This design comes from an exercise in tuning for small area, a short achievable clock period and few clock cycles per item on the open sky130 flow, not from production work.
Function was checked by simulation only, so behaviour that the tests miss may differ from the original.

## flow/design.v (module list and top-level ports; edited modules follow where they fit)
// module multipli: 1063 lines
module multipli
#(parameter int N = 32)
(
	input  logic                        CLOCK,
	input  logic                        RESET,
	input  logic                        START,
	input  logic signed [N-1:0]         A,B,
	output logic signed [2*N-1:0]       S,
	output logic                        END_MULT
);
  // ...
==> flow/flow/run.sh <==
#!/bin/bash
# Layout flow: the standard flow (standard.sh) with two changes.
# 1. The port buffers that global placement inserts are made from
#    sky130_fd_sc_hd__buf_1 instead of the default pick; the resizer upsizes
#    them where timing or slew needs it.
# 2. After the standard synthesis, flow/fixinv.py removes inverters around
#    the full-adder cells (an adder with all inputs and outputs complemented
#    is the same adder) and swaps gates for their complements where that
#    saves an inverter. Registers are not touched.
# Each tool's output goes to a log of its own in this folder.
set -e
export BUFFER_PORTS_ARGS="-buffer_cell sky130_fd_sc_hd__buf_1"
RES=orfs/results/sky130hd/multipli/base
OR=$(command -v openroad || echo /OpenROAD-flow-scripts/tools/install/OpenROAD/bin/openroad)
bash standard.sh synth > synth.log 2>&1
cp $RES/1_synth.odb $RES/1_synth_std.odb
"$OR" -python -no_init flow/fixinv.py $RES/1_synth_std.odb $RES/1_synth.odb > fixinv.log 2>&1
bash standard.sh > standard.log 2>&1
==> flow/flow/fixinv.py <==
"""Remove inverters around full-adder cells.

A full adder is self-dual: FA(~a, ~b, ~c) = (~sum, ~cout). Each adder gets
a polarity (flipped or not), chosen by local search to minimise the number
of inverters needed; then every net that feeds or leaves an adder is rewired
with at most one inverter for the loads that need its complement.

usage: openroad -python -no_init fixinv.py IN.odb OUT.odb
"""
import sys
import random
import odb

db = odb.dbDatabase.create()
odb.read_db(db, sys.argv[1])
blk = db.getChip().getBlock()
INV_MASTER = db.findMaster("sky130_fd_sc_hd__inv_1")
FA_IN = ("A", "B", "CIN")
FA_OUT = ("SUM", "COUT")
INV_AREA = 3.7536
# drivers whose complement is another cell with the same inputs:
# cell -> (complement cell, output pin, complement's output pin, area change)
PAIRS = {}
def pair(a, b, pa, pb, da):
    PAIRS["sky130_fd_sc_hd__" + a] = ("sky130_fd_sc_hd__" + b, pa, pb, da)
    PAIRS["sky130_fd_sc_hd__" + b] = ("sky130_fd_sc_hd__" + a, pb, pa, -da)
pair("xor2_1", "xnor2_1", "X", "Y", 0.0)
pair("nand2_1", "and2_1", "Y", "X", 2.5024)
pair("nor2_1", "or2_1", "Y", "X", 2.5024)
pair("a21oi_1", "a21o_1", "Y", "X", 2.5024)
pair("o21ai_0", "o21a_1", "Y", "X", 2.5024)
pair("a22oi_1", "a22o_1", "Y", "X", 1.2512)


def mname(inst):
    return inst.getMaster().getName()


def is_inv(inst):
    return mname(inst).startswith("sky130_fd_sc_hd__inv_")


def is_fa(inst):
    return mname(inst).startswith("sky130_fd_sc_hd__fa_")


def driver(net):
    for it in net.getITerms():
        if it.isOutputSignal():
            return it
    return None


def loads(net):
    return [it for it in net.getITerms() if it.isInputSignal()]


fas = [i for i in blk.getInsts() if is_fa(i)]
fa_id = {f.getId(): k for k, f in enumerate(fas)}
NFA = len(fas)

# source nets: nets driven by an adder, or feeding an adder pin directly or
# through one inverter
src = {}
for f in fas:
    for p in FA_OUT:
        n = f.findITerm(p).getNet()
        if n is not None:
            src[n.getId()] = n
    for p in FA_IN:
        n = f.findITerm(p).getNet()
        d = driver(n)
        if d is not None and is_inv(d.getInst()):
            n = d.getInst().findITerm("A").getNet()
        src[n.getId()] = n

# per source net: driver adder (or None) and consumers (iterm, inv)
nets = []
frozen_fa = set()
for nid, n in src.items():
    d = driver(n)
    dfa = fa_id.get(d.getInst().getId()) if d is not None and is_fa(d.getInst()) else None
    if dfa is None and d is not None and mname(d.getInst()) in PAIRS and d.getMTerm().getName() == PAIRS[mname(d.getInst())][1]:
        fas.append(d.getInst())
        dfa = len(fas) - 1
        fa_id[d.getInst().getId()] = dfa
    cons = []
    invs = []
    frozen = len(n.getBTerms()) > 0
    for it in loads(n):
        g = it.getInst()
        if is_inv(g):
            y = g.findITerm("Y").getNet()
            invs.append(g)
            if y is None:
                continue
            if len(y.getBTerms()) > 0:
                frozen = True
            for it2 in loads(y):
                cons.append((it2, 1))
        else:
            cons.append((it, 0))
    nets.append(dict(net=n, dfa=dfa, cons=cons, invs=invs, frozen=frozen))

for e in nets:
    if e["frozen"]:
        if e["dfa"] is not None:
            frozen_fa.add(e["dfa"])
        for it, inv in e["cons"]:
            g = it.getInst()
            if is_fa(g):
                frozen_fa.add(fa_id[g.getId()])


def cons_fa(it):
    g = it.getInst()
    if is_fa(g) and it.getMTerm().getName() in FA_IN:
        return fa_id[g.getId()]
    return None

fas_all = fas


for e in nets:
    e["cf"] = [(cons_fa(it), inv) for it, inv in e["cons"]]

# nets touching each adder
touch = [[] for _ in fas]
for k, e in enumerate(nets):
    s = set()
    if e["dfa"] is not None:
        s.add(e["dfa"])
    for f, inv in e["cf"]:
        if f is not None:
            s.add(f)
    for f in s:
        touch[f].append(k)

pol = [0] * len(fas)


def need(e, f, inv):
    pd = pol[e["dfa"]] if e["dfa"] is not None else 0
    pc = pol[f] if f is not None else 0
    return inv ^ pc ^ pd


def cost_net(e):
    if e["frozen"]:
        return INV_AREA * len(e["invs"])
    return INV_AREA if any(need(e, f, inv) for f, inv in e["cf"]) else 0


def swap_cost(f):
    if f < NFA or not pol[f]:
        return 0.0
    return PAIRS[mname(fas[f])][3]


def total():
    return sum(cost_net(e) for e in nets) + sum(swap_cost(f) for f in range(len(fas)))


def delta(f):
    before = sum(cost_net(nets[k]) for k in touch[f]) + swap_cost(f)
    pol[f] ^= 1
    after = sum(cost_net(nets[k]) for k in touch[f]) + swap_cost(f)
    pol[f] ^= 1
    return after - before


orig_inv = sum(1 for i in blk.getInsts() if is_inv(i))
best = total()
best_pol = list(pol)
print("adders %d, flippable drivers %d, managed nets %d, inverters now %d, model %.1f" % (NFA, len(fas) - NFA, len(nets), orig_inv, best))
rng = random.Random(1)
free = [f for f in range(len(fas)) if f not in frozen_fa]
cur = best
for rnd in range(200):
    improved = True
    while improved:
        improved = False
        rng.shuffle(free)
        for f in free:
            d = delta(f)
            if d < -1e-9:
                pol[f] ^= 1
                cur += d
                improved = True
    if cur < best - 1e-9:
        best = cur
        best_pol = list(pol)
    # perturb
    pol = list(best_pol)
    cur = best
    for f in rng.sample(free, max(1, len(free) // 10)):
        pol[f] ^= 1
    cur = total()
pol = best_pol
print("model after search: %.1f" % total())

nid = [0]
def new_net():
    nid[0] += 1
    return odb.dbNet_create(blk, "fxn_%d" % nid[0])


for e in nets:
    if e["frozen"]:
        continue
    n = e["net"]
    # detach consumers and drop the old inverters
    for it, inv in e["cons"]:
        it.disconnect()
    for g in e["invs"]:
        y = g.findITerm("Y").getNet()
        odb.dbInst_destroy(g)
        if y is not None and len(y.getITerms()) == 0 and len(y.getBTerms()) == 0:
            odb.dbNet_destroy(y)
    comp = None
    for (it, inv), (f, _) in zip(e["cons"], e["cf"]):
        if need(e, f, inv):
            if comp is None:
                comp = new_net()
                nid[0] += 1
                g = odb.dbInst_create(blk, INV_MASTER, "fxi_%d" % nid[0])
                g.findITerm("A").connect(n)
                g.findITerm("Y").connect(comp)
            it.connect(comp)
        else:
            it.connect(n)
# apply: swap flipped drivers for their complements
for f in range(NFA, len(fas)):
    if not pol[f]:
        continue
    old = fas[f]
    cm, po, pn, _ = PAIRS[mname(old)]
    nid[0] += 1
    new = odb.dbInst_create(blk, db.findMaster(cm), "fxs_%d" % nid[0])
    for it in old.getITerms():
        n = it.getNet()
        nm = it.getMTerm().getName()
        if n is None or nm in ("VPWR", "VGND", "VPB", "VNB"):
            continue
        it.disconnect()
        new.findITerm(pn if nm == po else nm).connect(n)
    odb.dbInst_destroy(old)



print("flipped %d adders, swapped %d drivers; inverters %d -> %d" % (sum(pol[:NFA]), sum(pol[NFA:]), orig_inv, sum(1 for i in blk.getInsts() if is_inv(i))))
odb.write_db(db, sys.argv[2])
==> flow/standard.sh <==
#!/bin/bash
# synth_recipe.tcl (not shown) runs the flow's synth.tcl, then flattens the netlist and writes it again
# the make line also repeats each setting of config.mk as NAME=value (left out here)
make -C /OpenROAD-flow-scripts/flow DESIGN_CONFIG=/design/flow/config.mk WORK_HOME=/design/flow/orfs CLKGATE_MAP_FILE= SYNTH_SCRIPT=/design/flow/synth_recipe.tcl "${@:-finish}"
==> flow/config.mk <==
export PLATFORM = sky130hd
export DESIGN_NAME = multipli
export DESIGN_NICKNAME = multipli
export VERILOG_FILES = /design/flow/design.v
export SDC_FILE = /design/flow/constraint.sdc
export NUM_CORES = 4
export LEC_CHECK = 0
export ABC_AREA = 1
export CAP_MARGIN = 20
export CORE_MARGIN = 2
export CORE_UTILIZATION = 40
export SETUP_SLACK_MARGIN = 1.3
export SLEW_MARGIN = 20
==> flow/constraint.sdc <==
create_clock -name core_clock -period 5.0 [get_ports {CLOCK}]
set_input_delay 1.0000 -clock core_clock [delete_from_list [all_inputs] [get_ports {CLOCK}]]
set_output_delay 1.0000 -clock core_clock [all_outputs]
set_load 0.01 [all_outputs]
==> summary.txt, run 1 <==
The tools report the reg-to-reg critical path endpoint as Y[21]. Once detail routing completed, the nets flagged for antenna violations numbered 0. Relative max-transition margin: 0.487. The kind of critical path was in2reg. The number of antenna diodes in the final layout is 0. Global routing finished with a remaining overflow of 0. The depth of the worst register-to-register path works out to 13.

Dividing the detail-routed wire length by the instance count gives 18.8 um. The logs give 60 for the row count and 836 for the count of multi-input combinational gates. TritonCTS built the clock tree.

Post-CTS repair changed the size of 24 cells. The run gives 1.38 ns as the slack of the worst reg-to-reg path. The final wirelength is 30.1 mm.

The run finished with no timing, DRC or antenna violations. After layout, the clock buffer instance count stands at 10. In the routed design, unresolved DRC markers number 0.

The largest registers in the layout are X (39), Y (39), LO (24). In the final layout, the multi-input gates occupy 6970 sq um. The count of endpoints failing hold in the final timing report is 0, and the pin count of the biggest net entering global routing is 61. The total of buffers placed on input and output ports came out at 131. Pin placement for this block handled 132 I/O pins. For the routed length on met1, the log shows 12.6 mm. Tap insertion was completed with 341 tapcells. The delay contributed by the slowest stage of the critical path is 0.57 ns. For the worst-skew pair, the clock arrives at the later sink with an insertion delay of 0.37 ns.

The layer carrying the most global-route usage was met2. The mean number of vias per cell works out to 5.28. The total nets after synthesis is 1367.

Summed over all failing endpoints, the final setup total negative slack is 0 ns. The H-tree was split into 3 levels. The tools report the reg-to-reg critical path startpoint as NF.

The tools report the global-route met2 utilization as 0.344. The Yosys step of the flow raised 6 warnings. The via count of the first global-routing pass is 8346.

The cell with the biggest individual delay on the critical path was sky130_fd_sc_hd__fa_1. The number of buffers outside the clock class in the layout is 172, and the instance area at placement is 11400 sq um. The transition time at the pin with the least slew margin came out at 0.770 ns. For the upper clock frequency limit, the log shows 273 MHz.
Testbench counts, summed over its fixed seeds: cycles 7,992, items 1,600.
==> run 2, diff against run 1 <==
--- a/flow/design.v
+++ b/flow/design.v
@@ -12,32 +12,42 @@
 logic [40:0] X, Y;
 logic [23:0] LO;
 logic XB;
 logic go, first, last;
 logic [0:0] NF;     
 assign go    = START & ~END_MULT;
 assign first = ~NF[0];
 assign last  = (COUNT == 2'd3);
-logic [8:0] ab [1];
-always_comb
-    for (int k = 0; k < 1; k++)
-        ab[k] = NF[k] ? {LO[7:0], XB} : {A[7:0], 1'b0};
+logic [8:0] aa, al;
+assign aa = {A[7:0], 1'b0};
+assign al = {LO[7:0], XB};
+logic [3:0] oneA, twoA, ngA, oneL, twoL, ngL;
+always_comb begin
+    for (int i = 0; i < 4; i++) begin
+        oneA[i] = aa[2*i] ^ aa[2*i+1];
+        twoA[i] = (aa[2*i+2] & ~aa[2*i+1] & ~aa[2*i]) | (~aa[2*i+2] & aa[2*i+1] & aa[2*i]);
+        ngA[i]  = aa[2*i+2] & ~(aa[2*i+1] & aa[2*i]);
+        oneL[i] = al[2*i] ^ al[2*i+1];
+        twoL[i] = (al[2*i+2] & ~al[2*i+1] & ~al[2*i]) | (~al[2*i+2] & al[2*i+1] & al[2*i]);
+        ngL[i]  = al[2*i+2] & ~(al[2*i+1] & al[2*i]);
+    end
+end
 logic [3:0] one [1], two [1], ng [1];
+always_comb
+    for (int k = 0; k < 1; k++) begin
+        one[k] = NF[k] ? oneL : oneA;
+        two[k] = NF[k] ? twoL : twoA;
+        ng[k]  = NF[k] ? ngL : ngA;
+    end
 logic [32:0] m [4];
 logic [32:0] Bl, Bh;
 assign Bl = {B[31], B};
 assign Bh = {B, 1'b0};
 always_comb begin
-    for (int k = 0; k < 1; k++)
-        for (int i = 0; i < 4; i++) begin
-            one[k][i] = ab[k][2*i] ^ ab[k][2*i+1];
-            two[k][i] = (ab[k][2*i+2] & ~ab[k][2*i+1] & ~ab[k][2*i]) | (~ab[k][2*i+2] & ab[k][2*i+1] & ab[k][2*i]);
-            ng[k][i]  = ab[k][2*i+2] & ~(ab[k][2*i+1] & ab[k][2*i]);
-        end
     for (int i = 0; i < 4; i++)
         for (int j = 0; j < 33; j++) begin
             int k;
             k = j * 1 / 33;
             m[i][j] = ((one[k][i] & Bl[j]) | (two[k][i] & Bh[j])) ^ ng[k][i];
         end
 end
 logic fa_p0, fa_g0;
==> flow/config.mk (replaced) <==
export PLATFORM = sky130hd
export DESIGN_NAME = multipli
export DESIGN_NICKNAME = multipli
export VERILOG_FILES = /design/flow/design.v
export SDC_FILE = /design/flow/constraint.sdc
export NUM_CORES = 4
export LEC_CHECK = 0
export ABC_AREA = 1
export CAP_MARGIN = 20
export CORE_MARGIN = 2
export CORE_UTILIZATION = 40
export SETUP_SLACK_MARGIN = 1.7
export SLEW_MARGIN = 20
==> run 2 against run 1 <==
  * Area after synthesis is 0.90% lower
  * Non-clock buffer count is 84 higher
  * Count of clock-buffer cells in the layout is 3 higher
  * Worst hold slack better by 0.019 ns
  * Via count is 11% higher
  * Die area is 0.88% lower
  * Synthesized cell count is 0.52% higher
  * Design area is 23% higher
  * Utilization is 11 points higher
  * Fmax is 0.32% lower
  * Setup slack worse by 0.012 ns
  * Flip-flop and latch count stayed put
==> summary.txt, run 2 <==
The flow ran to the end and the layout has no timing, DRC or antenna violations. The critical path in this run is classified as in2reg. The mean number of vias per cell is 5.51 (+4.5%), and the mean post-synth cell area is 9.32 sq um. Area of the core: 26800 sq um.

The total number of yosys warnings was 5 (-1). The worst setup path is launched from an input pin. Counting the buffers created by CTS gives 9. For the effective utilization at floorplan, the log shows 0.405. H-tree depth: 3 (unchanged). For the number of optimization iterations in the first detailed-route pass, the log shows 7. The residual overflow from global routing was 0 (unchanged). The tools report the total negative slack for setup checks as 0 ns (unchanged). In this design, the critical path's most frequently occurring cell is sky130_fd_sc_hd__fa_2. The total nets after synthesis was 1376 (+0.66%). The number of nets with antenna violations after detailed routing is 0 (unchanged). For the worst setup path, the data arrival time is 3.77 ns. The tools report the pin count of the biggest net entering global routing as 63 (+3.3%). Leaving out fill and tap cells, the most frequent cell in the layout is sky130_fd_sc_hd__nand2_1. The path class of the tightest hold or removal check is in2async. The largest registers in the layout are X (39), Y (39), LO (24). The detailed router used layers up to and including met4. The final weighted congestion in routability-driven placement is 0.875, and the final hold slack is 0.459 ns.

Largest fanout of any net on the critical path: 8. The row count is 60 (unchanged), and the upper clock frequency limit is 272 MHz (-0.32%). The run gives 8700 sq um (+25%) as the combined area of the multi-input logic cells. The count of endpoints failing hold in the final timing report is 0 (unchanged), and the number of filler cells placed in the layout is 2191. The critical path contains buffers and inverters numbering 4 combined. Setup repair after global routing could not meet its margin everywhere.

The type of destination of the critical path is a register. The total of buffers placed on input and output ports is 131 (unchanged). The clock arrives with 0.0101 ns of skew.

The worst setup slack after layout is 1.33 ns. The tree is rooted in a sky130_fd_sc_hd__clkbuf_16. The critical path goes through buf_8, ha_4, mux2i_4, buf_6, buf_6, buf_16, o22ai_4, xor2_2, fa_2, fa_2, fa_2. Area added between synthesis and finish: 40.7%. The transition time at the pin with the least slew margin is 0.827 ns (+0.0566 ns), and the met3 routed wirelength is 2.28 mm.

The tool flagged a number of max-cap violations equal to 0. The worst endpoint required time was 5.10 ns. The maximum count of clock buffers along a single path came out at 2.

The amount of wire on met2 after detailed routing was 17.8 mm. Synthesis produced a netlist whose cell count is 1164. For the max-slew violation count, the log shows 0. The share of layout cells above drive strength 1 was 0.396. In this run, post-CTS hold repair placed 0 buffers. The I/O pin count was 132 (unchanged). The die is 169 um tall.

The die covers 28400 sq um. After clock tree synthesis, the clock-pin slew on the worst setup and hold paths is 0.08 ns. TritonCTS built the clock tree. The die boundary width was 169 um; the relative max-transition margin was 0.449 (-0.0378). The final wirelength came out at 35.4 mm (+18%). Timing analysis after detailed placement gives a worst setup slack of 0.616 ns. The post-detailed-route wirelength per cell is 20.9 um (+11%). The tools report the routed length on met1 as 14.1 mm (+12%). The logs give 0 (unchanged) for the number of remaining DRC errors and 0.36 ns (about the same) for the clock latency reported for the late side of the worst-skew pair. The first global-routing pass estimated 52.2 mm of wire. In the final design database the tool counted 1559 nets.

The worst path needs 3.67 ns of the cycle, external delays included. In the layout the commonest cells are sky130_fd_sc_hd__nand2_1 (157), sky130_fd_sc_hd__inv_1 (110), sky130_fd_sc_hd__edfxtp_1 (102).

Final clock period utilization by the worst path: 0.734. The logs give 9341 for the detailed-route via count and 0.239 for the total routing resource utilization after global routing. The storage element area was 3180 sq um; the placed wire-length estimate was 22.3 mm. The logs give 0.569 for the utilization of the core after routing and 872 for the starting DRC count in detailed routing. For this design, the slowest cell found on the critical path is sky130_fd_sc_hd__fa_2. The initial antenna violation count is 1, and the total clock sinks is 107.

Setup violations remaining at the end of the flow were counted as 0. The delay contributed by the slowest stage of the critical path works out to 0.55 ns (-0.02 ns). The kind of cell with the highest combined delay along the critical path is adder cells. For the via count of the first global-routing pass, the log shows 9257 (+11%). In this run the cell area of the synthesized design comes to 10800 sq um.
## run 2: through the flow
stage / instances / instance area, sq um
after global placement: 1565 / 11700
after CTS: 1654 / 14000
final: 1694 / 15300
after detailed placement: 1565 / 11700
after floorplan: 1164 / 11300
after global routing: 1694 / 15300
## run 2: worst paths after layout
check,slack (ns),end,start,cells past startpoint
worst max register to register,1.41,Y[12],NF,10
worst max-delay path,1.33,Y[12],A[4],11
min in group core_clock,0.48,COUNT[1],COUNT[1],2
max in group asynchronous,4.33,NF,RESET,1
worst min-delay path,0.46,END_MULT,RESET,1
worst min register to register,0.48,COUNT[1],COUNT[1],2
## run 2: routing by layer
metal | global-route usage | up-vias
li1 | - | 4220
met1 | 0.312 | 4679
met2 | 0.403 | 380
met3 | 0.0400 | 62
met4 | 0.0847 | 0
met5 | 0 | -
## run 2: worst reg2reg max path, cell delays in order, from the launching register on
cell                      delay, ns
sky130_fd_sc_hd__dfrtp_2       0.41
sky130_fd_sc_hd__buf_6         0.33
sky130_fd_sc_hd__mux2i_4       0.35
sky130_fd_sc_hd__buf_6         0.16
sky130_fd_sc_hd__buf_6         0.11
sky130_fd_sc_hd__buf_16        0.17
sky130_fd_sc_hd__o22ai_4       0.10
sky130_fd_sc_hd__xor2_2        0.25
sky130_fd_sc_hd__fa_2          0.48
sky130_fd_sc_hd__fa_2          0.55
sky130_fd_sc_hd__fa_2          0.42
## run 2: layout make-up
type                            instances  area share
Inverter                              128      0.0350
Antenna cell                            1    0.000164
Timing Repair inverter                  1    0.000574
Clock buffer                           13      0.0171
Timing Repair Buffer                  256       0.139
Tap cell                              341      0.0280
Multi-Input combinational cell        844       0.570
Sequential cell                       107       0.209
Clock inverter                          3     0.00156
## run 2: repair_timing
action,in CTS,in global routing
setup endpoints to repair,90,95
gates cloned,12,1
buffers inserted,61,38
resized for setup,263,197
pin swaps,116,117
Testbench counts of run 2, summed over its fixed seeds: cycles 7,992, items 1,600.
==> run 3, diff against run 2 <==
--- a/flow/config.mk
+++ b/flow/config.mk
@@ -11,3 +11,3 @@
 export CORE_UTILIZATION = 40
-export SETUP_SLACK_MARGIN = 1.7
+export SETUP_SLACK_MARGIN = 1.5
 export SLEW_MARGIN = 20
==> run 3 against run 2 <==
  * Still clean on timing, DRC and antenna
  * Count of clock-buffer cells in the layout down 4
  * Highest routed layer unchanged
  * Largest cell class unchanged
  * Utilization decreased by 5.4 points
  * Critical endpoint is now S[56]
==> summary.txt, run 3 <==
The flow ran to the end and the layout has no timing, DRC or antenna violations. Total number of yosys warnings: 5 (unchanged). The critical path is of the reg2out type. The initial antenna violation count is 0 (-1).

The run gives 132 (unchanged) as the I/O pin count. The time the worst path needs with I/O delays and setup is 3.58 ns (-0.0911 ns), and the worst setup timing slack at the placement stage is 0.463 ns (-0.153 ns). The cell sitting at the root of the clock tree is a sky130_fd_sc_hd__clkbuf_16.

Mean number of vias per cell: 5.35 (-3.0%). The final clock period utilization by the worst path is 0.716 (-0.0182), and the number of optimization iterations in the first detailed-route pass is 5 (-2). The detailed-route via count is 8806 (-5.7%). The worst hold path belongs to the class in2async.

The clock-pin slew on the worst setup and hold paths was 0.09 ns (about the same); the wire length of the first global-routing pass was 47.2 mm (-9.5%). The total nets after synthesis was 1376 (unchanged). The depth of the worst register-to-register path is 11 (+1). The die boundary width is 169 um (unchanged), and the number of nets with antenna violations after detailed routing is 0 (unchanged).

The maximum count of clock buffers along a single path is 2 (unchanged). Instance area at placement: 11600 sq um (-0.69%). The type of destination of the critical path was an output port. For the total clock sinks, the log shows 107 (unchanged).

The area of the core was 26800 sq um (unchanged). The transition time at the pin with the least slew margin works out to 0.789 ns (-0.0377 ns). The post-detailed-route wirelength per cell is 19.5 um (-6.6%), and the via count of the first global-routing pass is 8648 (-6.6%). The run gives 0 (unchanged) as the count of endpoints failing hold in the final timing report. For the row count, the log shows 60 (unchanged). The tools report the area of the die as 28400 sq um (unchanged).

H-tree depth: 3 (unchanged). The logs give 0 (-1) for the diode insertion count for antenna repair and 704 (-19%) for the starting DRC count in detailed routing. For the synthesized area, the log shows 10800 sq um (unchanged). From synthesis to final layout, the design area changed by 27.4%. The logs give 0 (unchanged) for the max-capacitance violation count and 1566 (+0.064%) for the number of cells in the design after placement.

The upper clock frequency limit came out at 279 MHz (+2.5%). For the pin count of the biggest net entering global routing, the log shows 61 (-3.2%). The vertical extent of the die works out to 169 um (unchanged).

For the worst endpoint required time, the log shows 4.00 ns (-1.10 ns). The number of standard cells in the layout, taps in and fillers out is 1646 (-2.8%), and the total negative slack for setup checks is 0 ns (unchanged). For the arrival time reported for the critical path endpoint, the log shows 2.58 ns (-1.19 ns). Worst setup slack after layout: 1.42 ns (+0.0911 ns). The total of endpoints with negative setup slack in the final report was 0 (unchanged).

The number of buffers created by CTS is 9 (unchanged), and the final cell area excluding filler cells is 13800 sq um (-9.4%). The number of filler cells placed in the layout came out at 2361 (+7.8%). The share of layout cells above drive strength 1 works out to 0.259 (-0.137).

For the relative max-transition margin, the log shows 0.474 (+0.0251). The clock latency reported for the late side of the worst-skew pair was 0.37 ns (about the same); the final hold slack was 0.443 ns (-0.0161 ns). TritonCTS built the clock tree.

The placed wire-length estimate was 22.1 mm (-0.89%); the total of buffers placed on input and output ports was 131 (unchanged). For the final wirelength, the log shows 32.1 mm (-9.3%). The largest fanout of any net on the critical path was 5 (-3); the residual overflow from global routing was 0 (unchanged). The final weighted congestion in routability-driven placement is 0.814 (-7.0%).

In the layout the commonest cells are sky130_fd_sc_hd__nand2_1 (197), sky130_fd_sc_hd__inv_1 (112), sky130_fd_sc_hd__buf_1 (109). The tools report the effective utilization at floorplan as 0.405 (unchanged). The utilization of the core after routing was 0.516 (-0.0538); the max-slew violation count was 0 (unchanged).

For the number of remaining DRC errors, the log shows 0 (unchanged). Layout net count: 1512 (-3.0%). The largest registers in the layout are X (39), Y (39), LO (24). The total routing resource utilization after global routing came out at 0.215 (-0.0244). The mean post-synth cell area came out at 9.32 sq um (unchanged). For the clock skew, the log shows 0.0169 ns (+0.00682 ns).

Number of standard cells after synthesis: 1164 (unchanged). STA classifies the critical path startpoint as a register. Setup repair after global routing could not meet its margin everywhere.

The library cell used most frequently in the layout, excluding fill and tap cells, is sky130_fd_sc_hd__nand2_1.
[run 3: what timing repair did]
item                                    4_1_cts  5_1_grt
resized for setup                            95      168
hold buffers                                  0        0
cloned                                        1       10
pin swaps                                    20      105
buffers inserted                             26       27
endpoints found under the setup margin       72       77
[run 3: area by class of cell]
class	count	area, sq um	share of cell area
Clock buffer	9	225	0.0163
Clock inverter	7	65.1	0.00471
Inverter	128	544	0.0394
Multi-Input combinational cell	843	7930	0.574
Sequential cell	107	3180	0.230
Tap cell	341	427	0.0309
Timing Repair Buffer	209	1430	0.103
Timing Repair inverter	2	17.5	0.00127
[run 3: worst max-delay path, stage by stage (launching register included)]
cell and delay (ns):
sky130_fd_sc_hd__edfxtp_1 0.43, sky130_fd_sc_hd__ha_4 0.27, sky130_fd_sc_hd__nand2_2 0.07, sky130_fd_sc_hd__nand2_1 0.09, sky130_fd_sc_hd__a21oi_4 0.17, sky130_fd_sc_hd__nand2_4 0.10
sky130_fd_sc_hd__nand2_4 0.10, sky130_fd_sc_hd__nand2_8 0.08, sky130_fd_sc_hd__nand2_4 0.07, sky130_fd_sc_hd__nand2_4 0.06, sky130_fd_sc_hd__fa_2 0.36, sky130_fd_sc_hd__inv_2 0.07
sky130_fd_sc_hd__xor2_2 0.14, sky130_fd_sc_hd__inv_1 0.05, sky130_fd_sc_hd__buf_2 0.13
[run 3: routing by layer]
layer / wire length (um) / vias to the layer above / GRT usage
met5: 0 / - / 0
met3: 1430 / 59 / 0.0199
met4: 1260 / 0 / 0.0982
met2: 15900 / 286 / 0.363
met1: 13600 / 4345 / 0.281
li1: - / 4116 / -
[run 3: worst paths after layout]
check	to	startpoint	slack (ns)
hold reg to reg	COUNT[1]	COUNT[1]	0.49
hold / removal	COUNT[1]	RESET	0.44
setup / recovery	S[56]	X[4]	1.42
max in group asynchronous	NF	RESET	4.34
min in group core_clock	COUNT[1]	COUNT[1]	0.49
setup reg to reg	Y[29]	LO[3]	1.46
==> run 4, diff against run 3 <==
--- a/flow/config.mk
+++ b/flow/config.mk
@@ -11,3 +11,3 @@
 export CORE_UTILIZATION = 40
-export SETUP_SLACK_MARGIN = 1.5
+export SETUP_SLACK_MARGIN = 1.0
 export SLEW_MARGIN = 20
==> run 4 against run 3 <==
  * Flip-flop and latch count unchanged
  * Fmax down 8.3%
  * Design area down 15%
  * Cell count down 4.0%
  * Register-to-register slack worse by 0.17 ns
  * Count of clock-buffer cells in the layout unchanged
==> summary.txt, run 4 <==
The area added between synthesis and finish is 7.73%, and the number of filler cells placed in the layout is 2621 (+11%). The utilization of the core after routing is 0.436 (-0.0796), and the mean post-synth cell area is 9.32 sq um (unchanged). Number of standard cells in the layout, taps in and fillers out: 1580 (-4.0%). The post-detailed-route wirelength per cell came out at 18.1 um (-7.3%). The largest registers in the layout are X (39), Y (39), LO (24).

Total of endpoints with negative setup slack in the final report: 0 (unchanged). Clock-pin slew on the worst setup and hold paths: 0.09 ns (about the same). Maximum count of clock buffers along a single path: 2 (unchanged). The tools report the worst setup timing slack at the placement stage as 0.759 ns (+0.296 ns). The number of buffers added for setup after CTS is 0 (-100%), and the number of buffers inserted by hold repair at cts is 0 (unchanged). For the count of endpoints failing hold in the final timing report, the log shows 0 (unchanged). The run gives 107 (unchanged) as the total clock sinks.

The synthesized area is 10800 sq um (unchanged), and the pin count of the biggest net entering global routing is 56 (-8.2%). The final clock period utilization by the worst path was 0.781 (+0.0648); the final weighted congestion in routability-driven placement was 0.838 (+2.9%). Worst endpoint required time: 4.00 ns (about the same). The number of standard cells after synthesis was 1164 (unchanged).

The logs give 132 (unchanged) for the I/O pin count and 60 (unchanged) for the row count. In this run the worst hold path is classified as in2async. The tools report the total routing resource utilization after global routing as 0.202 (-0.0126). Setup repair after global routing could not meet its margin everywhere. The tools report the number of buffers created by CTS as 9 (unchanged). Residual overflow from global routing: 0 (unchanged). The total of buffers placed on input and output ports was 131 (unchanged); the H-tree depth was 3 (unchanged).

The number of cells in the design after placement was 1563 (-0.19%); the mean number of vias per cell was 5.18 (-3.2%). The worst setup path is captured at an output port. The worst setup slack after layout came out at 1.10 ns (-0.324 ns). The upper clock frequency limit was 256 MHz (-8.3%). In the layout the commonest cells are sky130_fd_sc_hd__nand2_1 (220), sky130_fd_sc_hd__buf_1 (131), sky130_fd_sc_hd__o22ai_1 (124).

The tools report the arrival time reported for the critical path endpoint as 2.90 ns (+0.32 ns). The logs give 0 (unchanged) for the number of nets with antenna violations after detailed routing and 0.527 (+0.0535) for the relative max-transition margin. The time the worst path needs with I/O delays and setup is 3.90 ns (+0.324 ns).

The run gives 5 (unchanged) as the number of optimization iterations in the first detailed-route pass. TritonCTS built the clock tree. The tools report the detailed-route via count as 8183 (-7.1%). The clock skew is 0.0116 ns (-0.00536 ns). The final wirelength came out at 28.6 mm (-11%).

The flow ran to the end and the layout has no timing, DRC or antenna violations. The layout net count is 1445 (-4.4%). Effective utilization at floorplan: 0.405 (unchanged). Max-slew violation count: 0 (unchanged). The max-capacitance violation count is 0 (unchanged). The placed wire-length estimate is 21.8 mm (-1.1%). The category of the worst setup path launch point is a register. The depth of the worst register-to-register path is 9 (-2). The share of layout cells above drive strength 1 was 0.0638 (-0.195); the number of remaining DRC errors was 0 (unchanged).

Cell at the root of the clock tree: sky130_fd_sc_hd__clkbuf_16. The initial antenna violation count came out at 0 (unchanged). The setup path with the least slack is of type reg2out. The total nets after synthesis is 1376 (unchanged), and the transition time at the pin with the least slew margin is 0.709 ns (-0.0803 ns).

The wire length of the first global-routing pass came out at 44.2 mm (-6.4%). The largest fanout of any net on the critical path works out to 10 (+5). The starting DRC count in detailed routing is 914 (+30%). The clock latency reported for the late side of the worst-skew pair is 0.38 ns (about the same). The vertical extent of the die was 169 um (unchanged); the via count of the first global-routing pass was 7854 (-9.2%).

The area of the die came out at 28400 sq um (unchanged). The total number of yosys warnings is 5 (unchanged), and the die boundary width is 169 um (unchanged). The area of the core came out at 26800 sq um (unchanged). The library cell used most frequently in the layout, excluding fill and tap cells, is sky130_fd_sc_hd__nand2_1. The total negative slack for setup checks is 0 ns (unchanged).
[run 4: path summary, 6_finish.rpt]
kind | slack (ns) | end | from
worst max-delay path | 1.10 | S[56] | X[2]
worst min register to register | 0.49 | COUNT[1] | COUNT[1]
max in group asynchronous | 4.33 | NF | RESET
worst min-delay path | 0.46 | END_MULT | RESET
min in group core_clock | 0.49 | COUNT[1] | COUNT[1]
worst max register to register | 1.29 | Y[30] | NF
[run 4: what timing repair did]
action	4_1_cts	5_1_grt
endpoints found under the hold margin	0	0
gates resized for setup	0	2
setup endpoints to repair	0	17
[run 4: metrics by stage]
step | hold WS (ns) | area [sq um]
2_1_floorplan | 0.446 | 10800
3_3_place_gp | 0.464 | 11400
3_5_place_dp | 0.469 | 11400
4_1_cts | 0.452 | 11700
5_1_grt | 0.470 | 11700
6_report | 0.456 | 11700
[run 4: area by class of cell]
cell class,count,area [sq um],area share
multi-input cells,842,6670,0.571
flip-flops and latches,107,3180,0.273
clock buffers,9,225,0.0193
repair buffers,145,597,0.0511
well taps,341,427,0.0365
diodes,1,2.50,0.000214
inverters,128,488,0.0418
clock inverters,7,88.8,0.00760
[run 4: per-layer routing]
| metal | track usage | up-vias | wire length, um |
|---|---|---|---|
| met5 | 0 | - | 0 |
| met4 | 0.0472 | 0 | 398 |
| met3 | 0.0285 | 23 | 1600 |
| met2 | 0.332 | 252 | 13800 |
| met1 | 0.284 | 3925 | 12800 |
| li1 | - | 3983 | - |
[run 4: worst max-delay path: stages (launching register included)]
cell and delay [ns]:
sky130_fd_sc_hd__edfxtp_1 0.39, sky130_fd_sc_hd__ha_1 0.36, sky130_fd_sc_hd__nand2_1 0.09, sky130_fd_sc_hd__nand3_2 0.11, sky130_fd_sc_hd__nand2_1 0.10, sky130_fd_sc_hd__nand2_2 0.10
sky130_fd_sc_hd__nand2_2 0.10, sky130_fd_sc_hd__nand2_4 0.13, sky130_fd_sc_hd__nand2_4 0.10, sky130_fd_sc_hd__nand2_4 0.10, sky130_fd_sc_hd__fa_1 0.37, sky130_fd_sc_hd__inv_1 0.07
sky130_fd_sc_hd__xor2_1 0.27, sky130_fd_sc_hd__inv_1 0.07, sky130_fd_sc_hd__buf_1 0.13
==> run 5, diff against run 4 <==
--- a/flow/config.mk
+++ b/flow/config.mk
@@ -11,3 +11,3 @@
 export CORE_UTILIZATION = 40
-export SETUP_SLACK_MARGIN = 1.0
+export SETUP_SLACK_MARGIN = 1.15
 export SLEW_MARGIN = 20
==> run 5 against run 4 <==
  * Register-to-register slack improved by 0.02 ns
  * Design area rose by 1.9%
  * Area after synthesis stayed put
  * Cell count up 0.38%
==> summary.txt, run 5 <==
The number of logic stages on the critical path including buffering came out at 11 (-3). Setup repair after global routing could not meet its margin everywhere.

The mean post-synth cell area was 9.32 sq um (unchanged); the total number of yosys warnings was 5 (unchanged). The most numerous cell type found on the critical path is sky130_fd_sc_hd__fa_1. The I/O pin count was 132 (unchanged). The cell sitting at the root of the clock tree is a sky130_fd_sc_hd__clkbuf_16. Walking the worst path, the cells encountered are clkbuf_2, inv_1, nand2_1, o211ai_1, o21ai_4, buf_4, o22ai_1, xnor2_1, fa_1, fa_1, fa_1. The tools report the total negative slack for setup checks as 0 ns (unchanged).

The logs give 0 (unchanged) for the number of remaining DRC errors and 0 (-1) for the diode insertion count for antenna repair. The depth of the worst register-to-register path came out at 8 (-1). The synthesized area is 10800 sq um (unchanged). Total clock sinks: 107 (unchanged).

The initial antenna violation count is 0 (unchanged). The detailed-route via count was 8308 (+1.5%); the maximum count of clock buffers along a single path was 2 (unchanged). The final clock period utilization by the worst path is 0.744 (-0.0369), and the worst path buffer plus inverter count is 3 (unchanged). The die boundary width came out at 169 um (unchanged).

The max-capacitance violation count came out at 0 (unchanged). The number of nets with antenna violations after detailed routing was 0 (unchanged). The slack of the worst reg-to-reg path was 1.31 ns (+0.02 ns). The final wirelength is 29.1 mm (+1.6%). The mean number of vias per cell is 5.24 (+1.1%). The clock-pin slew on the worst setup and hold paths came out at 0.08 ns (about the same).

The time the worst path needs with I/O delays and setup was 3.72 ns (-0.184 ns). The largest fanout of any net on the critical path is 12 (+2). The tools report the termination of the worst setup path as Y[30]. Leading cell type in the layout, fill and taps excluded: sky130_fd_sc_hd__nand2_1. The number of optimization iterations in the first detailed-route pass came out at 5 (unchanged). The starting DRC count in detailed routing is 851 (-6.9%). The library cells used most frequently in the layout, excluding fill and tap cells, are sky130_fd_sc_hd__nand2_1 (218), sky130_fd_sc_hd__buf_1 (130), sky130_fd_sc_hd__o22ai_1 (124).

The worst register-to-register path ends at Y[8]. The placed wire-length estimate is 21.8 mm (unchanged), and the transition time at the pin with the least slew margin is 0.710 ns (+0.00122 ns). The clock latency reported for the late side of the worst-skew pair came out at 0.37 ns (about the same).

The class of the worst hold path is in2async. The largest registers in the layout are X (39), Y (39), LO (24). The number of buffers inserted by hold repair at cts is 0 (unchanged). Total nets after synthesis: 1376 (unchanged). Vertical extent of the die: 169 um (unchanged). The setup path with the least slack is of type in2reg.

The number of buffers created by CTS was 9 (unchanged); the total of buffers placed on input and output ports was 131 (unchanged). The max-slew violation count is 0 (unchanged), and the via count of the first global-routing pass is 7858 (+0.051%). Cell family with the largest share of critical-path delay: adder cells. Area added between synthesis and finish: 9.77%. Cell with the biggest individual delay on the critical path: sky130_fd_sc_hd__fa_1. The delay contributed by the slowest stage of the critical path is 0.53 ns (+0.14 ns). The post-detailed-route wirelength per cell is 18.3 um (+1.2%), and the clock skew is 0.0128 ns (+0.00121 ns).

TritonCTS built the clock tree. The worst register-to-register path begins at NF. For the total of endpoints with negative setup slack in the final report, the log shows 0 (unchanged). Timing startpoint of the critical path: A[1]. The row count is 60 (unchanged). For the pin count of the biggest net entering global routing, the log shows 56 (unchanged).

The run gives 0.838 (unchanged) as the final weighted congestion in routability-driven placement. The share of layout cells above drive strength 1 was 0.0811 (+0.0173). The H-tree depth is 3 (unchanged), and the area of the core is 26800 sq um (unchanged). The number of standard cells after synthesis is 1164 (unchanged), and the residual overflow from global routing is 0 (unchanged). The arrival time reported for the critical path endpoint was 3.84 ns (+0.94 ns); the upper clock frequency limit was 269 MHz (+5.0%).

The relative max-transition margin came out at 0.527 (-0.000816). The effective utilization at floorplan is 0.405 (unchanged). The worst setup path is captured at a register. STA classifies the critical path startpoint as an input pin.

The area of the die came out at 28400 sq um (unchanged). The run finished with no timing, DRC or antenna violations. For the wire length of the first global-routing pass, the log shows 44.2 mm (about the same). The worst endpoint required time was 5.12 ns (+1.12 ns). The count of endpoints failing hold in the final timing report is 0 (unchanged).

The tools report the total routing resource utilization after global routing as 0.202 (+0.000213). The layout net count came out at 1452 (+0.48%).
run 5: area by class of cell:
class / count / area, sq um
clock buffer: 9 / 225
clock inverter: 7 / 88.8
fill: 2601 / 14900
inverter: 128 / 488
multi-input combinational: 843 / 6850
sequential: 107 / 3180
tap: 341 / 427
timing repair buffer: 151 / 647
run 5: how the worst min path moves through the flow:
stage                     to  slack [ns]  cells after the start
finish              END_MULT        0.46                      1
global route        COUNT[1]        0.47                      1
CTS                 END_MULT        0.45                      1
detailed placement  COUNT[1]        0.47                      2
global placement    COUNT[1]        0.46                      2
floorplan           COUNT[1]        0.45                      2
run 5: stage by stage:
| stage | cells | hold slack [ns] | setup WS (ns) | instance area, sq um | utilization |
|---|---|---|---|---|---|
| after CTS | 1580 | 0.452 | 1.19 | 11700 | 0.436 |
| after detailed placement | 1563 | 0.469 | 0.759 | 11400 | 0.424 |
| final | 1586 | 0.457 | 1.28 | 11900 | 0.444 |
| after global placement | 1563 | 0.464 | 0.839 | 11400 | 0.424 |
| after global routing | 1586 | 0.470 | 1.12 | 11900 | 0.444 |
| after floorplan | 1164 | 0.446 | 1.32 | 10800 | - |
run 5: routing by layer:
metal	part of all wire	GRT usage	up-vias
li1	-	-	3997
met1	0.44	0.284	4005
met2	0.49	0.333	277
met3	0.056	0.0285	29
met4	0.015	0.0472	0
met5	0	0	-
run 5: worst reg2reg max path: cells and delay by family (launching register included):
kind	cells	cell delay, ns
AO/OA/AOI/OAI	1	0.15
buffers and inverters	2	0.93
AND/OR/NAND/NOR	1	0.18
flip-flops	1	0.44
XOR/XNOR	1	0.23
adder cells (fa/ha/maj)	3	1.52
run 5: repair_timing:
| item | in CTS | in global routing |
|---|---|---|
| buffers inserted | 1 | 5 |
| pin swaps | 0 | 4 |
| endpoints found under the setup margin | 3 | 32 |
| gates resized for setup | 3 | 20 |
| gates cloned | 0 | 1 |
==> run 6, diff against run 5 <==
--- a/flow/config.mk
+++ b/flow/config.mk
@@ -11,3 +11,3 @@
 export CORE_UTILIZATION = 40
-export SETUP_SLACK_MARGIN = 1.15
+export SETUP_SLACK_MARGIN = 1.3
 export SLEW_MARGIN = 20
==> run 6 against run 5 <==
  * Register-to-register slack gained 0.12 ns
  * Sequential share of layout area shrank 0.52 points
  * Utilization grew 0.88 points
  * Worst hold slack gained 0.0017 ns
  * Area after synthesis is the same
  * Non-clock buffer count grew 7
  * Setup slack gained 0.10 ns
  * Cell count grew 0.44%
  * Clock skew is essentially flat
  * Global-route usage grew 0.28 points
  * Highest routed layer unchanged
==> summary.txt, run 6 <==
The number of cells in the design after placement was 1563 (unchanged). Setup repair after global routing could not meet its margin everywhere. The arrival time reported for the critical path endpoint was 2.62 ns (-1.22 ns); the vertical extent of the die was 169 um (unchanged).

The area of the die was 28400 sq um (unchanged). The via count of the first global-routing pass is 7941 (+1.1%). The library cell used most frequently in the layout, excluding fill and tap cells, is sky130_fd_sc_hd__nand2_1. Area of the core: 26800 sq um (unchanged).

The run gives 0.405 (unchanged) as the effective utilization at floorplan. The mean post-synth cell area is 9.32 sq um (unchanged). The clock-pin slew on the worst setup and hold paths was 0.08 ns (about the same).

The tools report the cell at the root of the clock tree as sky130_fd_sc_hd__clkbuf_16. The number of filler cells placed in the layout is 2584 (-0.65%). For the total of endpoints with negative setup slack in the final report, the log shows 0 (unchanged). The cell with the biggest individual delay on the critical path is sky130_fd_sc_hd__edfxtp_1.

The tools report the number of nets with antenna violations after detailed routing as 0 (unchanged). The transition time at the pin with the least slew margin was 0.696 ns (-0.0137 ns); the count of endpoints failing hold in the final timing report was 0 (unchanged).

The detailed-route via count came out at 8372 (+0.77%). The number of buffers inserted by hold repair at cts is 0 (unchanged), and the number of standard cells in the layout, taps in and fillers out is 1593 (+0.44%). From synthesis to final layout, the design area changed by 12.0%.

The total nets after synthesis was 1376 (unchanged); the final wirelength was 29.4 mm (+1.2%). The worst endpoint required time was 4.00 ns (-1.12 ns); the I/O pin count was 132 (unchanged). The pin count of the biggest net entering global routing was 56 (unchanged); the delay contributed by the slowest stage of the critical path was 0.38 ns (-0.15 ns).

The number of remaining DRC errors is 0 (unchanged). The final weighted congestion in routability-driven placement is 0.838 (unchanged), and the post-detailed-route wirelength per cell is 18.5 um (+0.79%). The largest fanout of any net on the critical path is 3 (-9), and the starting DRC count in detailed routing is 838 (-1.5%).

The reg-to-reg critical path startpoint is NF. Total number of yosys warnings: 5 (unchanged). The cell that appears most often on the critical path is sky130_fd_sc_hd__nand2_1. The tightest min-delay check is of the in2async type.

The worst path buffer plus inverter count was 4 (+1); the layout net count was 1459 (+0.48%). The slack of the worst reg-to-reg path was 1.43 ns (+0.12 ns); the depth of the worst register-to-register path was 8 (unchanged). Wire length of the first global-routing pass: 44.8 mm (+1.2%). Traced cell by cell, the critical path runs through ha_1, nand2_1, inv_1, nand2_1, nand2_1, nand2_1, nand2_2, a21oi_4, nand2_8, fa_2, inv_2, xor2_2, inv_1, buf_1. The run gives 0 (unchanged) as the diode insertion count for antenna repair. The run gives 0.459 ns (+0.00174 ns) as the final hold slack. The number of optimization iterations in the first detailed-route pass is 5 (unchanged), and the placed wire-length estimate is 21.8 mm (unchanged). Row count: 60 (unchanged). The clock skew came out at 0.0125 ns (-0.000287 ns). The number of standard cells after synthesis is 1164 (unchanged), and the relative max-transition margin is 0.536 (+0.00911). In this design, the largest share of critical-path delay is due to adder cells. The total clock sinks is 107 (unchanged). The tools report the reg-to-reg critical path endpoint as Y[28]. The max-capacitance violation count was 0 (unchanged); the final clock period utilization by the worst path was 0.723 (-0.0206). The maximum count of clock buffers along a single path is 2 (unchanged). The utilization of the core after routing was 0.453 (+0.00882).

The mean number of vias per cell came out at 5.26 (+0.33%). Number of buffers created by CTS: 9 (unchanged). The residual overflow from global routing was 0 (unchanged). Share of layout cells above drive strength 1: 0.102 (+0.0211). The tools report the type of destination of the critical path as an output port.

The largest registers in the layout are X (39), Y (39), LO (24). The critical path in this run is classified as reg2out.

The time the worst path needs with I/O delays and setup is 3.62 ns (-0.103 ns). The tools report the max-slew violation count as 0 (unchanged). The total routing resource utilization after global routing was 0.205 (+0.00278); the total negative slack for setup checks was 0 ns (unchanged). STA classifies the critical path startpoint as a register. The die boundary width was 169 um (unchanged).

Clock latency reported for the late side of the worst-skew pair: 0.37 ns (about the same). The top cell types in the final layout, fill and taps aside, are sky130_fd_sc_hd__nand2_1 (217), sky130_fd_sc_hd__buf_1 (129), sky130_fd_sc_hd__inv_1 (117), sky130_fd_sc_hd__o22ai_1 (117), sky130_fd_sc_hd__edfxtp_1 (102). TritonCTS built the clock tree. The flow ran to the end and the layout has no timing, DRC or antenna violations. Initial antenna violation count: 0 (unchanged). The total of buffers placed on input and output ports came out at 131 (unchanged). The H-tree depth is 3 (unchanged), and the upper clock frequency limit is 277 MHz (+2.8%). The synthesized area is 10800 sq um (unchanged).
-- run 6: worst register-to-register path, stage by stage (launching register included) --
cell and delay (ns):
sky130_fd_sc_hd__dfrtp_2 0.45, sky130_fd_sc_hd__inv_6 0.35, sky130_fd_sc_hd__nor3_1 0.16, sky130_fd_sc_hd__a21oi_4 0.13
sky130_fd_sc_hd__buf_4 0.47, sky130_fd_sc_hd__xnor2_1 0.30, sky130_fd_sc_hd__fa_1 0.60, sky130_fd_sc_hd__fa_1 0.43
sky130_fd_sc_hd__fa_1 0.44
-- run 6: final cells by class --
cell class	instances	area, sq um	area share
clock inverter	7	88.8	0.00732
clock buffer	9	225	0.0185
sequential	107	3180	0.262
tap	341	427	0.0351
inverter	128	495	0.0408
multi-input combinational	843	6990	0.576
timing repair buffer	158	728	0.0600
-- run 6: per-stage QoR --
stage | setup WS, ns | instance area [sq um]
floorplan | 1.32 | 10800
global placement | 0.839 | 11400
detailed placement | 0.759 | 11400
CTS | 1.30 | 11900
global route | 1.22 | 12100
finish | 1.38 | 12100
-- run 6: worst max-delay path by stage --
stage	startpoint	endpoint	slack [ns]	cells past startpoint
3_5_place_dp	A[1]	Y[30]	0.76	11
2_1_floorplan	A[1]	Y[24]	1.32	8
5_1_grt	X[9]	S[40]	1.22	11
3_3_place_gp	A[1]	Y[30]	0.84	11
4_1_cts	X[5]	S[56]	1.30	14
6_report	X[17]	S[56]	1.38	14
-- run 6: layer usage --
metal	wire length (um)	track usage
met5	0	0
met4	386	0.0461
met3	1600	0.0304
met1	13000	0.286
met2	14400	0.340
-- run 6: repair_timing --
item / 4_1_cts / 5_1_grt
endpoints found under the setup margin: 42 / 55
resized for setup: 16 / 39
cloned: 1 / 0
setup buffers: 7 / 6
pin swaps: 4 / 6
==> run 7, diff against run 6 <==
--- a/flow/config.mk
+++ b/flow/config.mk
@@ -11,2 +11,3 @@
 export CORE_UTILIZATION = 40
+export PLACE_DENSITY = 0.7
 export SETUP_SLACK_MARGIN = 1.3
==> run 7 against run 6 <==
  * Still clean on timing, DRC and antenna
  * Synthesized cell count is the same
  * Utilization decreased by 0.084 points
  * Design area decreased by 0.19%
  * Critical path depth stayed put
  * Fmax is 0.93% lower
  * Critical path type unchanged
  * Largest cell class unchanged
==> summary.txt, run 7 <==
The initial antenna violation count was 0 (unchanged). The transition time at the pin with the least slew margin is 0.724 ns (+0.0276 ns), and the delay contributed by the slowest stage of the critical path is 0.46 ns (+0.08 ns). The vertical extent of the die was 169 um (unchanged); the clock skew was 0.0189 ns (+0.00640 ns). The run gives 0.888 (+6.0%) as the final weighted congestion in routability-driven placement.

The via count of the first global-routing pass came out at 8414 (+6.0%). Setup repair after global routing could not meet its margin everywhere. The die boundary width was 169 um (unchanged). The arrival time reported for the critical path endpoint is 2.65 ns (+0.03 ns). Worst setup timing slack at the placement stage: 0.899 ns (+0.140 ns). STA classifies the critical path startpoint as a register. Relative to the synthesized area, the layout overhead comes to 11.7%. The largest fanout of any net on the critical path works out to 5 (+2).

The run gives 54 (-3.6%) as the pin count of the biggest net entering global routing. The number of standard cells in the layout, taps in and fillers out was 1592 (-0.063%). The mean number of vias per cell is 5.49 (+4.4%), and the final wirelength is 30.1 mm (+2.5%). The number of standard cells after synthesis was 1164 (unchanged); the total clock sinks was 107 (unchanged).

The max-slew violation count is 0 (unchanged). The library cell used most frequently in the layout, excluding fill and tap cells, is sky130_fd_sc_hd__nand2_1. The synthesized area was 10800 sq um (unchanged). Maximum count of clock buffers along a single path: 2 (unchanged). The run gives 0 ns (unchanged) as the total negative slack for setup checks. The run gives 1.35 ns (-0.0339 ns) as the worst setup slack after layout.

The worst path buffer plus inverter count was 4 (unchanged); the number of nets with antenna violations after detailed routing was 0 (unchanged). The I/O pin count is 132 (unchanged), and the count of endpoints failing hold in the final timing report is 0 (unchanged). Time the worst path needs with I/O delays and setup: 3.65 ns (+0.0339 ns). The area of the core came out at 26800 sq um (unchanged). The relative max-transition margin was 0.517 (-0.0184). The clock latency reported for the late side of the worst-skew pair was 0.37 ns (about the same); the final clock period utilization by the worst path was 0.730 (+0.00677). The run gives 8734 (+4.3%) as the detailed-route via count. The run gives 274 MHz (-0.93%) as the upper clock frequency limit.

Walking the worst path, the cells encountered are ha_4, nand2_1, inv_1, a21oi_2, nand2_4, nand2_8, nand2_8, nand2_4, nand2_4, fa_2, inv_2, xor2_2, inv_1, buf_1. In this run the worst hold path is classified as in2async. The diode insertion count for antenna repair was 0 (unchanged); the effective utilization at floorplan was 0.405 (unchanged).

By instance count, the cell type seen most on the critical path is sky130_fd_sc_hd__nand2_4. Area of the die: 28400 sq um (unchanged). The total nets after synthesis is 1376 (unchanged). The wire length of the first global-routing pass came out at 45.8 mm (+2.2%). The flow ran to the end and the layout has no timing, DRC or antenna violations. The max-capacitance violation count is 0 (unchanged). The run gives 2455 (-5.0%) as the number of filler cells placed in the layout.

The number of buffers created by CTS was 9 (unchanged); the post-detailed-route wirelength per cell was 18.9 um (+2.5%). The run gives 846 (+0.95%) as the starting DRC count in detailed routing. The total of buffers placed on input and output ports is 131 (unchanged), and the layout net count is 1458 (-0.069%).

In the layout the commonest cells are sky130_fd_sc_hd__nand2_1 (213), sky130_fd_sc_hd__buf_1 (130), sky130_fd_sc_hd__o22ai_1 (124). The run gives 0 (unchanged) as the number of buffers inserted by hold repair at cts. TritonCTS built the clock tree. For the placed wire-length estimate, the log shows 22.2 mm (+1.7%). The total of endpoints with negative setup slack in the final report is 0 (unchanged), and the number of remaining DRC errors is 0 (unchanged). H-tree depth: 3 (unchanged). The storage element area was 3180 sq um (unchanged); the number of optimization iterations in the first detailed-route pass was 5 (unchanged).

Mean post-synth cell area: 9.32 sq um (unchanged). The tools report the number of cells in the design after placement as 1564 (+0.064%). Cell with the biggest individual delay on the critical path: sky130_fd_sc_hd__edfxtp_1. For the total routing resource utilization after global routing, the log shows 0.208 (+0.00238). Grouping stages by cell kind, the critical path spends the most delay in adder cells. For the total number of yosys warnings, the log shows 5 (unchanged). The type of destination of the critical path is an output port. The clock-pin slew on the worst setup and hold paths came out at 0.09 ns (about the same). Cell at the root of the clock tree: sky130_fd_sc_hd__clkbuf_16. The setup path with the least slack is of type reg2out.

The share of layout cells above drive strength 1 is 0.0975 (-0.00471). The row count was 60 (unchanged); the combined area of the multi-input logic cells was 6950 sq um (-0.68%). The residual overflow from global routing was 0 (unchanged). The timing startpoint of the critical path is X[5]. The largest registers in the layout are X (39), Y (39), LO (24).

The worst endpoint required time was 4.00 ns (about the same). The tools report the reg-to-reg critical path startpoint as NF.
run 7: worst reg2reg max path, cell delays in order (launching register included):
cell and delay [ns]:
sky130_fd_sc_hd__dfrtp_2 0.43, sky130_fd_sc_hd__buf_4 0.33, sky130_fd_sc_hd__mux2i_4 0.27, sky130_fd_sc_hd__buf_4 0.39, sky130_fd_sc_hd__o22ai_1 0.18, sky130_fd_sc_hd__xnor2_1 0.18
sky130_fd_sc_hd__fa_1 0.62, sky130_fd_sc_hd__fa_1 0.45, sky130_fd_sc_hd__fa_1 0.47
run 7: worst paths after layout:
| check | slack [ns] | cells after the start | to |
|---|---|---|---|
| max | 1.35 | 14 | S[56] |
| min | 0.45 | 1 | END_MULT |
| max reg2reg | 1.40 | 8 | Y[28] |
| min reg2reg | 0.49 | 2 | COUNT[1] |
| max in group asynchronous | 4.34 | 1 | NF |
| min in group core_clock | 0.49 | 2 | COUNT[1] |
run 7: cell type report:
type / count / share of cell area
Multi-Input combinational cell: 843 / 0.573
Sequential cell: 107 / 0.263
Inverter: 128 / 0.0409
Timing Repair Buffer: 157 / 0.0621
Clock buffer: 9 / 0.0186
Clock inverter: 7 / 0.00733
Tap cell: 341 / 0.0352
run 7: per-layer routing:
metal,part of all wire,vias up,track usage,wire (um)
met5,0,-,0,0
met2,0.47,447,0.339,14200
met4,0.030,0,0.0731,912
met3,0.081,57,0.0344,2440
li1,-,4013,-,-
met1,0.42,4217,0.281,12600
run 7: repair_timing:
item / CTS / global route
resized for setup: 23 / 30
gates cloned: 0 / 1
setup buffers: 5 / 6
endpoints found under the setup margin: 7 / 49
pin swaps: 4 / 7
run 7: through the flow:
stage | instance area (sq um) | utilization | hold WS (ns)
6_report | 12100 | 0.452 | 0.451
5_1_grt | 12100 | 0.452 | 0.452
4_1_cts | 11900 | 0.444 | 0.450
3_5_place_dp | 11400 | 0.425 | 0.468
3_3_place_gp | 11400 | 0.425 | 0.457
2_1_floorplan | 10800 | - | 0.446
==> run 8, diff against run 7 <==
--- a/flow/config.mk
+++ b/flow/config.mk
@@ -10,4 +10,3 @@
 export CORE_MARGIN = 2
-export CORE_UTILIZATION = 40
-export PLACE_DENSITY = 0.7
+export CORE_UTILIZATION = 55
 export SETUP_SLACK_MARGIN = 1.3
==> run 8 against run 7 <==
  * Setup slack got worse by 0.00084 ns
  * Cell count is 4.2% lower
  * Routed wire length down 3.4%
  * Register-to-register slack about the same
  * Largest cell class unchanged
==> summary.txt, run 8 <==
Arrival time reported for the critical path endpoint: 3.77 ns (+1.12 ns). Synthesized area: 10800 sq um (unchanged). The slowest stage of the critical path belongs to the cell sky130_fd_sc_hd__fa_1. For the number of nets with antenna violations after detailed routing, the log shows 0 (unchanged). The worst setup timing slack at the placement stage came out at 0.786 ns (-0.114 ns). The total of buffers placed on input and output ports is 131 (unchanged), and the number of standard cells after synthesis is 1164 (unchanged). Clock skew: 0.0122 ns (-0.00667 ns).

Leading cell type in the layout, fill and taps excluded: sky130_fd_sc_hd__nand2_1. The tools report the starting DRC count in detailed routing as 634 (-25%). The detailed-route via count is 8463 (-3.1%), and the worst endpoint required time is 5.12 ns (+1.12 ns). The via count of the first global-routing pass was 7869 (-6.5%). The clock latency reported for the late side of the worst-skew pair is 0.37 ns (about the same), and the final wirelength is 29.1 mm (-3.4%). The worst path buffer plus inverter count works out to 2 (-2). The number of optimization iterations in the first detailed-route pass came out at 5 (unchanged). The flow ran to the end and the layout has no timing, DRC or antenna violations. The transition time at the pin with the least slew margin came out at 0.879 ns (+0.155 ns). The final weighted congestion in routability-driven placement was 0.878 (-1.1%).

In the layout the commonest cells are sky130_fd_sc_hd__nand2_1 (217), sky130_fd_sc_hd__buf_1 (130), sky130_fd_sc_hd__o22ai_1 (121). The vertical extent of the die works out to 144 um (-14%). The mean number of vias per cell is 5.55 (+1.2%), and the maximum count of clock buffers along a single path is 2 (unchanged). The residual overflow from global routing was 0 (unchanged).

The instance area at placement is 11300 sq um (-0.98%), and the post-detailed-route wirelength per cell is 19.1 um (+0.84%). The diode insertion count for antenna repair came out at 0 (unchanged). The placed wire-length estimate is 21.3 mm (-4.1%), and the total routing resource utilization after global routing is 0.278 (+0.0704). TritonCTS built the clock tree. For the row count, the log shows 51 (-15%). The wire length of the first global-routing pass is 43.3 mm (-5.3%), and the I/O pin count is 132 (unchanged). The signal on the critical path passes through buf_1, ha_1, mux2i_4, buf_6, o22ai_1, xor2_1, fa_1, fa_1, fa_1. Broken down by cell family, the worst path's largest delay share belongs to adder cells. The most numerous cell type found on the critical path is sky130_fd_sc_hd__fa_1. The tightest min-delay check is of the in2async type. The total negative slack for setup checks is 0 ns (unchanged), and the time the worst path needs with I/O delays and setup is 3.65 ns (+0.000840 ns). The share of layout cells above drive strength 1 is 0.107 (+0.00962), and the count of endpoints failing hold in the final timing report is 0 (unchanged).

The number of buffers inserted by hold repair at cts is 0 (unchanged). The worst setup path is of the in2reg kind. The root buffer cell chosen for the clock tree is sky130_fd_sc_hd__clkbuf_16. The area of the die is 20900 sq um (-27%).

The utilization of the core after routing came out at 0.625 (+0.173). The pin count of the biggest net entering global routing was 66 (+22%). The area added between synthesis and finish was 11.8% (about the same). The tools report the category of the worst setup path launch point as an input pin. The number of standard cells in the layout, taps in and fillers out came out at 1525 (-4.2%). Area of the core: 19400 sq um (-28%). The clock-pin slew on the worst setup and hold paths was 0.09 ns (about the same). The run gives 1.35 ns (-0.000840 ns) as the worst setup slack after layout.

The max-capacitance violation count is 0 (unchanged), and the die boundary width is 144 um (-14%). The H-tree depth is 3 (unchanged), and the final clock period utilization by the worst path is 0.730 (about the same). The tools report the upper clock frequency limit as 274 MHz (about the same). For the relative max-transition margin, the log shows 0.414 (-0.103). Setup repair after global routing could not meet its margin everywhere. The logs give 0 (unchanged) for the max-slew violation count and 1376 (unchanged) for the total nets after synthesis.

In the final layout, the registers with the most flip-flops are X (39), Y (39), LO (24). The delay contributed by the slowest stage of the critical path came out at 0.51 ns (+0.05 ns). The final hold slack is 0.445 ns (-0.00662 ns), and the final cell area excluding filler cells is 12100 sq um (about the same). The total clock sinks came out at 107 (unchanged). The layout net count was 1467 (+0.62%). The worst setup path is captured at a register.

The total number of yosys warnings is 5 (unchanged). The total of endpoints with negative setup slack in the final report is 0 (unchanged). The initial antenna violation count was 0 (unchanged); the largest fanout of any net on the critical path was 33 (+28). The mean post-synth cell area is 9.32 sq um (unchanged).

The effective utilization at floorplan is 0.559 (+0.154). The tools report the number of buffers created by CTS as 9 (unchanged). The number of cells in the design after placement was 1487 (-4.9%); the number of remaining DRC errors was 0 (unchanged).
run 8: metal layers:
layer  vias up  global-route usage  routed length [um]
met1      4060               0.391               12900
met4         0              0.0623                 578
li1       4037                   -                   -
met3        38              0.0533                1880
met2       328               0.450               13800
met5         -                   0                   0
run 8: what timing repair did:
| item | in CTS | in global routing |
|---|---|---|
| setup endpoints to repair | 57 | 63 |
| setup buffers | 3 | 19 |
| gates resized for setup | 21 | 35 |
| endpoints found under the hold margin | 0 | 0 |
| pin swaps | 2 | 12 |
run 8: layout make-up:
class | instances | area, sq um
Tap cell | 265 | 332
Inverter | 128 | 495
Fill cell | 1703 | 7270
Clock inverter | 7 | 88.8
Timing Repair Buffer | 167 | 811
Clock buffer | 9 | 225
Multi-Input combinational cell | 842 | 6990
Sequential cell | 107 | 3180
run 8: final timing paths:
path / from / endpoint / slack, ns / cells past startpoint
worst max-delay path: A[3] / Y[25] / 1.35 / 9
worst min-delay path: RESET / COUNT[1] / 0.44 / 1
worst max register to register: NF / Y[28] / 1.40 / 8
worst min register to register: COUNT[1] / COUNT[1] / 0.48 / 2
max in group asynchronous: RESET / NF / 4.35 / 1
min in group core_clock: COUNT[1] / COUNT[1] / 0.48 / 2

-- port drivers added, routing unchanged --
No port has a modelled driver above. Below, the same layouts with a new extraction and two added sets of constraints.
Step 1 assumes that a clkbuf_16 drives the clock port and a buf_2 every other input.
Step 2 moves the port delays by t, midway between the first and last clock arrival at a register: inputs arrive t later, outputs are due t later. That takes back most of the time a late clock gives input paths.
Three values: no drivers, after step 1, after step 2; two values: the first two.
run | t (ns) | setup WS [ns] | hold slack, ns | clock arrival spread, ns | worst data-port slew with drivers (ns)
run 1 | 0.409 | 1.341 / 1.348 / 0.952 | 0.440 / 0.427 / 0.496 | 0.015 / 0.015 | 0.06
run 2 | 0.404 | 1.330 / 1.325 / 0.921 | 0.459 / 0.435 / 0.481 | 0.010 / 0.010 | 0.08
run 3 | 0.412 | 1.421 / 1.373 / 1.017 | 0.443 / 0.433 / 0.489 | 0.017 / 0.017 | 0.08
run 4 | 0.417 | 1.097 / 1.050 / 0.800 | 0.456 / 0.434 / 0.487 | 0.012 / 0.011 | 0.06
run 5 | 0.415 | 1.281 / 1.242 / 0.879 | 0.457 / 0.435 / 0.487 | 0.012 / 0.013 | 0.06
run 6 | 0.412 | 1.384 / 1.337 / 1.002 | 0.459 / 0.437 / 0.487 | 0.013 / 0.013 | 0.05
run 7 | 0.408 | 1.350 / 1.306 / 0.977 | 0.451 / 0.430 / 0.489 | 0.019 / 0.018 | 0.05
run 8 | 0.408 | 1.350 / 1.349 / 0.958 | 0.445 / 0.423 / 0.484 | 0.013 / 0.013 | 0.06
After both steps every run listed still meets setup and hold. The setup slack of run 2, which loses most, moves by -0.005 ns with the drivers and by -0.409 ns with both steps.
